This is an optimization exercise on Yosys and OpenROAD, whose aim is small area and a short achievable clock period, not a production implementation.
Function was checked by simulation only, so behaviour that the tests miss may differ from the original.
Power figures rest on the tool's default switching activity, not on a simulated workload.

==> flow/design.v <==
`default_nettype none
module fp32_add(
    input wire clk,
    input wire [31:0] a,
    input wire [31:0] b,
    input wire sub,
    input wire [2:0] rm,
    output wire [31:0] result,
    output wire nv,
    output wire of,
    output wire nx
);
    integer k;
    wire a_sign = a[31];
    wire b_sign = b[31] ^ sub;
    wire [7:0] a_exp = a[30:23];
    wire [7:0] b_exp = b[30:23];
    wire [22:0] a_frac = a[22:0];
    wire [22:0] b_frac = b[22:0];
    wire a_emax = &a_exp;
    wire b_emax = &b_exp;
    wire a_fz = ~|a_frac;
    wire b_fz = ~|b_frac;
    wire a_nan = a_emax & ~a_fz;
    wire b_nan = b_emax & ~b_fz;
    wire a_inf = a_emax & a_fz;
    wire b_inf = b_emax & b_fz;
    wire a_snan = a_nan & ~a_frac[22];
    wire b_snan = b_nan & ~b_frac[22];
    wire s0_is_sub = a_sign ^ b_sign;
    wire s0_inf_inf = s0_is_sub & a_inf & b_inf;
    wire s0_nv = a_snan | b_snan | s0_inf_inf;
    wire s0_nan = a_nan | b_nan | s0_inf_inf;
    wire s0_inf = ~s0_nan & (a_inf | b_inf);
    wire [1:0] s0_special = {s0_nan, s0_inf | s0_nv};
    wire a_hid = |a_exp;
    wire b_hid = |b_exp;
    wire [7:0] a_eeff = {a_exp[7:1], a_exp[0] | ~a_hid};
    wire [7:0] b_eeff = {b_exp[7:1], b_exp[0] | ~b_hid};
    wire [7:0] d_ab = a_eeff - b_eeff;
    wire [7:0] d_ba = b_eeff - a_eeff;
    wire swap = a[30:0] < b[30:0];
    wire [7:0] l_exp = swap ? b_exp : a_exp;
    wire [22:0] l_frac = swap ? b_frac : a_frac;
    wire [23:0] s_sig = swap ? {a_hid, a_frac} : {b_hid, b_frac};
    wire l_sign = swap ? b_sign : a_sign;
    wire [4:0] s0_off = swap ? d_ba[4:0] : d_ab[4:0];
    wire s0_far = swap ? |d_ba[7:5] : |d_ab[7:5];    
    reg r1_sign, r1_is_sub;
    reg [2:0] r1_rm;
    reg [1:0] r1_special;
    reg [7:0] r1_lexp;
    reg [22:0] r1_lfrac;
    reg [23:0] r1_ssig;
    reg [4:0] r1_off;
    reg r1_far;
    always @(posedge clk) begin
        r1_sign <= l_sign;
        r1_is_sub <= s0_is_sub;
        r1_rm <= rm;
        r1_special <= s0_special;
        r1_lexp <= l_exp;
        r1_lfrac <= l_frac;
        r1_ssig <= s_sig;
        r1_off <= s0_off;
        r1_far <= s0_far;
    end
    wire l_hid = |r1_lexp;
    wire [7:0] l_e = {r1_lexp[7:1], r1_lexp[0] | ~l_hid};
    wire [27:0] in1 = {1'b0, l_hid, r1_lfrac, 3'b000};
    wire [26:0] sh0 = {r1_ssig, 3'b000};
    wire [26:0] sh1 = r1_far ? 27'b0 : r1_off[4] ? {16'b0, sh0[26:16]} : sh0;
    wire [26:0] sh2 = r1_off[3] ? {8'b0, sh1[26:8]} : sh1;
    wire [26:0] sh3 = r1_off[2] ? {4'b0, sh2[26:4]} : sh2;
    wire [26:0] sh4 = r1_off[1] ? {2'b0, sh3[26:2]} : sh3;
    wire [26:0] sh5 = r1_off[0] ? {1'b0, sh4[26:1]} : sh4;
    reg [23:0] smask;    
    always @*
        for (k = 0; k < 24; k = k + 1)
            smask[k] = r1_far | (r1_off >= k + 3);
    wire sticky = |(r1_ssig & smask);
    wire [27:0] in2 = {1'b0, sh5[26:1], sticky};
    wire [27:0] in2x = in2 ^ {28{r1_is_sub}};
    wire [28:0] sum_c = {in1, 1'b1} + {in2x, r1_is_sub};
    wire [27:0] s1_sum = sum_c[28:1];
    wire [7:0] s1_exp = l_e + 8'd1;
    wire rdn = r1_rm == 3'b010;
    wire rup = r1_rm == 3'b011;
    wire rtz = r1_rm == 3'b001;
    wire rmm = r1_rm == 3'b100;
    wire s1_up = (rdn & r1_sign) | (rup & ~r1_sign);
    wire s1_dn = rtz | (rdn & ~r1_sign) | (rup & r1_sign);
    wire [1:0] s1_cls = {s1_up | rmm, s1_dn | rmm};
    wire s1_zsign = r1_is_sub ? rdn : r1_sign;
    reg r2_sign, r2_zsign;
    reg [1:0] r2_cls;
    reg [1:0] r2_special;
    reg [7:0] r2_exp;
    reg [27:0] r2_sum;
    always @(posedge clk) begin
        r2_sign <= r1_sign;
        r2_zsign <= s1_zsign;
        r2_cls <= s1_cls;
        r2_special <= r1_special;
        r2_exp <= s1_exp;
        r2_sum <= s1_sum;
    end
    wire e_small = ~|r2_exp[7:5];
    wire [3:0] pd_hi = {4{e_small}} & (4'b0001 << r2_exp[4:3]);
    wire [7:0] pd_lo = 8'b00000001 << r2_exp[2:0];
    reg [27:0] lim_mask;
    always @*
        for (k = 0; k < 28; k = k + 1)
            lim_mask[k] = pd_hi[(28 - k) >> 3] & pd_lo[(28 - k) & 7];
    wire [27:0] x = r2_sum | lim_mask;
    wire z4 = ~|x[27:12];
    wire [15:0] x4 = z4 ? x[11:0] << 4 : x[27:12];
    wire z3 = ~|x4[15:8];
    wire [7:0] x3 = z3 ? x4[7:0] : x4[15:8];
    wire z2 = ~|x3[7:4];
    wire [3:0] x2 = z2 ? x3[3:0] : x3[7:4];
    wire z1 = ~|x2[3:2];
    wire [1:0] x1 = z1 ? x2[1:0] : x2[3:2];
    wire z0 = ~x1[1];
    wire [4:0] lzc = {z4, z3, z2, z1, z0};
    wire [27:0] n4 = z4 ? {r2_sum[11:0], 16'b0} : r2_sum;
    wire [27:0] n3 = z3 ? {n4[19:0], 8'b0} : n4;
    wire [27:0] n2 = z2 ? {n3[23:0], 4'b0} : n3;
    wire [27:0] n1 = z1 ? {n2[25:0], 2'b0} : n2;
    wire [27:0] n0 = z0 ? {n1[26:0], 1'b0} : n1;
    wire c1 = r2_sum[27];
    wire c2 = ~r2_sum[27] & r2_sum[26];
    wire lsb = c1 ? r2_sum[4] : c2 ? r2_sum[3] : r2_sum[2];
    wire g = c1 ? r2_sum[3] : c2 ? r2_sum[2] : r2_sum[1];
    wire st = c1 ? |r2_sum[2:0] : c2 ? |r2_sum[1:0] : r2_sum[0];
    wire inexact = g | st;
    reg add_one;
    always @* begin
        case (r2_cls)
            2'd0: add_one = g & (lsb | st);
            2'd1: add_one = 1'b0;
            2'd2: add_one = g | st;
            default: add_one = g;
        endcase
    end
    wire sp_inf = r2_special == 2'b01;
    wire sp_nan = r2_special[1];
    wire sp = |r2_special;
    wire ovf = ~sp & c1 & (&r2_exp);           
    wire of_max = r2_cls == 2'd1;              
    wire zero_sign = ~|r2_sum;
    reg [7:0] s2_exp;
    reg [4:0] s2_lzc;
    reg [22:0] s2_frac;
    reg s2_msb;
    always @* begin
        s2_lzc = (sp | ovf | zero_sign) ? 5'd0 : lzc;
        s2_msb = sp | ovf | (~zero_sign & n0[27]);
        if (sp_nan) {s2_exp, s2_frac} = 31'h7fc00000;
        else if (sp_inf | (ovf & ~of_max)) {s2_exp, s2_frac} = 31'h7f800000;
        else if (ovf) {s2_exp, s2_frac} = 31'h7f7fffff;
        else {s2_exp, s2_frac} = {zero_sign ? 8'd1 : r2_exp, n0[26:4]};
    end
    wire s2_efe = ~sp & ((c1 & (r2_exp == 8'hfe)) | (c2 & (r2_exp == 8'hff)));
    wire w_ones = c1 ? &r2_sum[26:4] : c2 ? &r2_sum[25:3] : &r2_sum[24:2];
    wire w_lo_ones = c1 ? &r2_sum[15:4] : c2 ? &r2_sum[14:3] : &r2_sum[13:2];
    wire s2_inc = ~sp & ~ovf & add_one;
    reg r3_sign, r3_inc, r3_nx, r3_of, r3_nv, r3_efe, r3_carry, r3_lo_ones, r3_msb;
    reg [7:0] r3_exp;
    reg [4:0] r3_lzc;
    reg [22:0] r3_frac;
    always @(posedge clk) begin
        r3_sign <= ~sp_nan & (zero_sign ? r2_zsign : r2_sign);
        r3_inc <= s2_inc;
        r3_carry <= s2_inc & w_ones;
        r3_lo_ones <= w_lo_ones;
        r3_nx <= ~sp & (inexact | ovf);
        r3_of <= ovf;
        r3_nv <= r2_special == 2'b11;
        r3_exp <= s2_exp;
        r3_lzc <= s2_lzc;
        r3_msb <= s2_msb;
        r3_frac <= s2_frac;
        r3_efe <= s2_efe;
    end
    wire [11:0] frac_lo = r3_frac[11:0] + {11'b0, r3_inc};
    wire [10:0] frac_hi = r3_frac[22:12] + {10'b0, r3_inc & r3_lo_ones};
    wire [8:0] exp_c0x = {r3_exp, 1'b1} + {3'b111, ~r3_lzc, r3_msb};
    wire [7:0] exp_c0 = exp_c0x[8:1];
    wire [7:0] exp_c1 = r3_lzc[1] ? r3_exp - 8'd1 : r3_lzc[0] ? r3_exp : r3_exp + 8'd1;
    wire [7:0] exp_out = r3_carry ? exp_c1 : exp_c0;
    assign result = {r3_sign, exp_out, frac_hi, frac_lo};
    assign of = r3_of | (r3_efe & r3_carry);
    assign nx = r3_nx;
    assign nv = r3_nv;
endmodule
`default_nettype wire
==> flow/config.mk <==
export PLATFORM = sky130hd
export DESIGN_NAME = fp32_add
export DESIGN_NICKNAME = fp32_add
export VERILOG_FILES = /design/flow/design.v
export SDC_FILE = /design/flow/constraint.sdc
export NUM_CORES = 4
export LEC_CHECK = 0
export ABC_AREA = 1
export CAP_MARGIN = 20
export CORE_MARGIN = 2
export CORE_UTILIZATION = 50
export CTS_BUF_LIST = sky130_fd_sc_hd__clkbuf_8
export SETUP_SLACK_MARGIN = 2.5
export SLEW_MARGIN = 20
==> flow/constraint.sdc <==
create_clock -name core_clock -period 6.5 [get_ports {clk}]
set_input_delay 1.3000 -clock core_clock [delete_from_list [all_inputs] [get_ports {clk}]]
set_output_delay 1.3000 -clock core_clock [all_outputs]
set_load 0.01 [all_outputs]
standard.sh (not shown) runs the stock make flow with config.mk's settings and CLKGATE_MAP_FILE= SYNTH_SCRIPT=/design/flow/synth_recipe.tcl, a recipe that flattens the netlist after the stock synthesis.
==> flow/flow/run.sh <==
#!/bin/bash
# The standard layout, with plain buffers (sky130_fd_sc_hd__buf_1) on the ports instead of the
# delay cells that buffer_ports picks by default. Every port still gets its own buffer.
set -euo pipefail
export BUFFER_PORTS_ARGS="-buffer_cell sky130_fd_sc_hd__buf_1"
bash standard.sh > standard.log 2>&1
Edit:
--- a/flow/config.mk
+++ b/flow/config.mk
@@ -9,6 +9,5 @@
 export CAP_MARGIN = 20
 export CORE_MARGIN = 2
-export CORE_UTILIZATION = 50
-export CTS_BUF_LIST = sky130_fd_sc_hd__clkbuf_8
-export SETUP_SLACK_MARGIN = 2.5
+export CORE_UTILIZATION = 40
+export SETUP_SLACK_MARGIN = 3
 export SLEW_MARGIN = 20
What happened:
- count of clock-buffer cells in the layout stays the same
- die area goes up by 24%
- via count rose by 6.8%
- global-route usage goes down by 2.9 points
- first-iteration DRC count goes up by 4.9%
- setup slack gets better by 230 ps
- non-clock buffer count goes up by 69
- wire length increases by 19%
- design area grows by 16%
Edit:
--- a/flow/config.mk
+++ b/flow/config.mk
@@ -10,4 +10,5 @@
 export CORE_MARGIN = 2
 export CORE_UTILIZATION = 40
-export SETUP_SLACK_MARGIN = 3
+export CTS_BUF_LIST = sky130_fd_sc_hd__clkbuf_8
+export SETUP_SLACK_MARGIN = 2.25
 export SLEW_MARGIN = 20
Result:
- fmax fell by a little under a tenth
- via count fell by a little under a tenth
- non-clock buffer count fell by 66
- area after synthesis stays the same
- cell area fell by about a fifth
- final cell count fell by a few percent
- hold slack is better by 7.3 ps
- wire length fell by roughly a tenth
- clock power fell by a quarter to a third
- combinational power fell by a quarter to a third
- total power fell by about a fifth

## afterwards: timing with drivers on the ports
Ports are ideal in the flow. The routed layouts listed here were re-timed in OpenROAD.
Step 1: set_driving_cell puts a clkbuf_16 on clk and a buf_2 on each other input, an assumption about the parent block.
Step 2 adds t to the input delays and takes it off the output delays; t is the mean of the earliest and latest rising clock arrival at the registers after step 1. Input paths then give back, and output paths get back, about the clock's delay inside the block.
a / b / c = no drivers / after step 1 / after step 2; a / b = the first two.
| run | shift t [ns] | setup WS [ns] | worst hold slack (ns) | latest minus earliest clock arrival (ns) | worst data-port slew with drivers (ns) |
|---|---|---|---|---|---|
| the first run | 0.509 | 2.648 / 2.602 / 2.201 | 0.332 / 0.332 / 0.332 | 0.018 / 0.018 | 0.03 |
| the second run | 0.480 | 2.879 / 2.830 / 2.651 | 0.328 / 0.328 / 0.328 | 0.017 / 0.017 | 0.05 |
| the third run | 0.510 | 2.572 / 2.526 / 2.115 | 0.335 / 0.335 / 0.335 | 0.019 / 0.019 | 0.05 |
After both steps setup and hold are still met in every run listed. The setup slack of the third run, which loses most, moves by -0.046 ns with the drivers and by -0.457 ns with both steps.
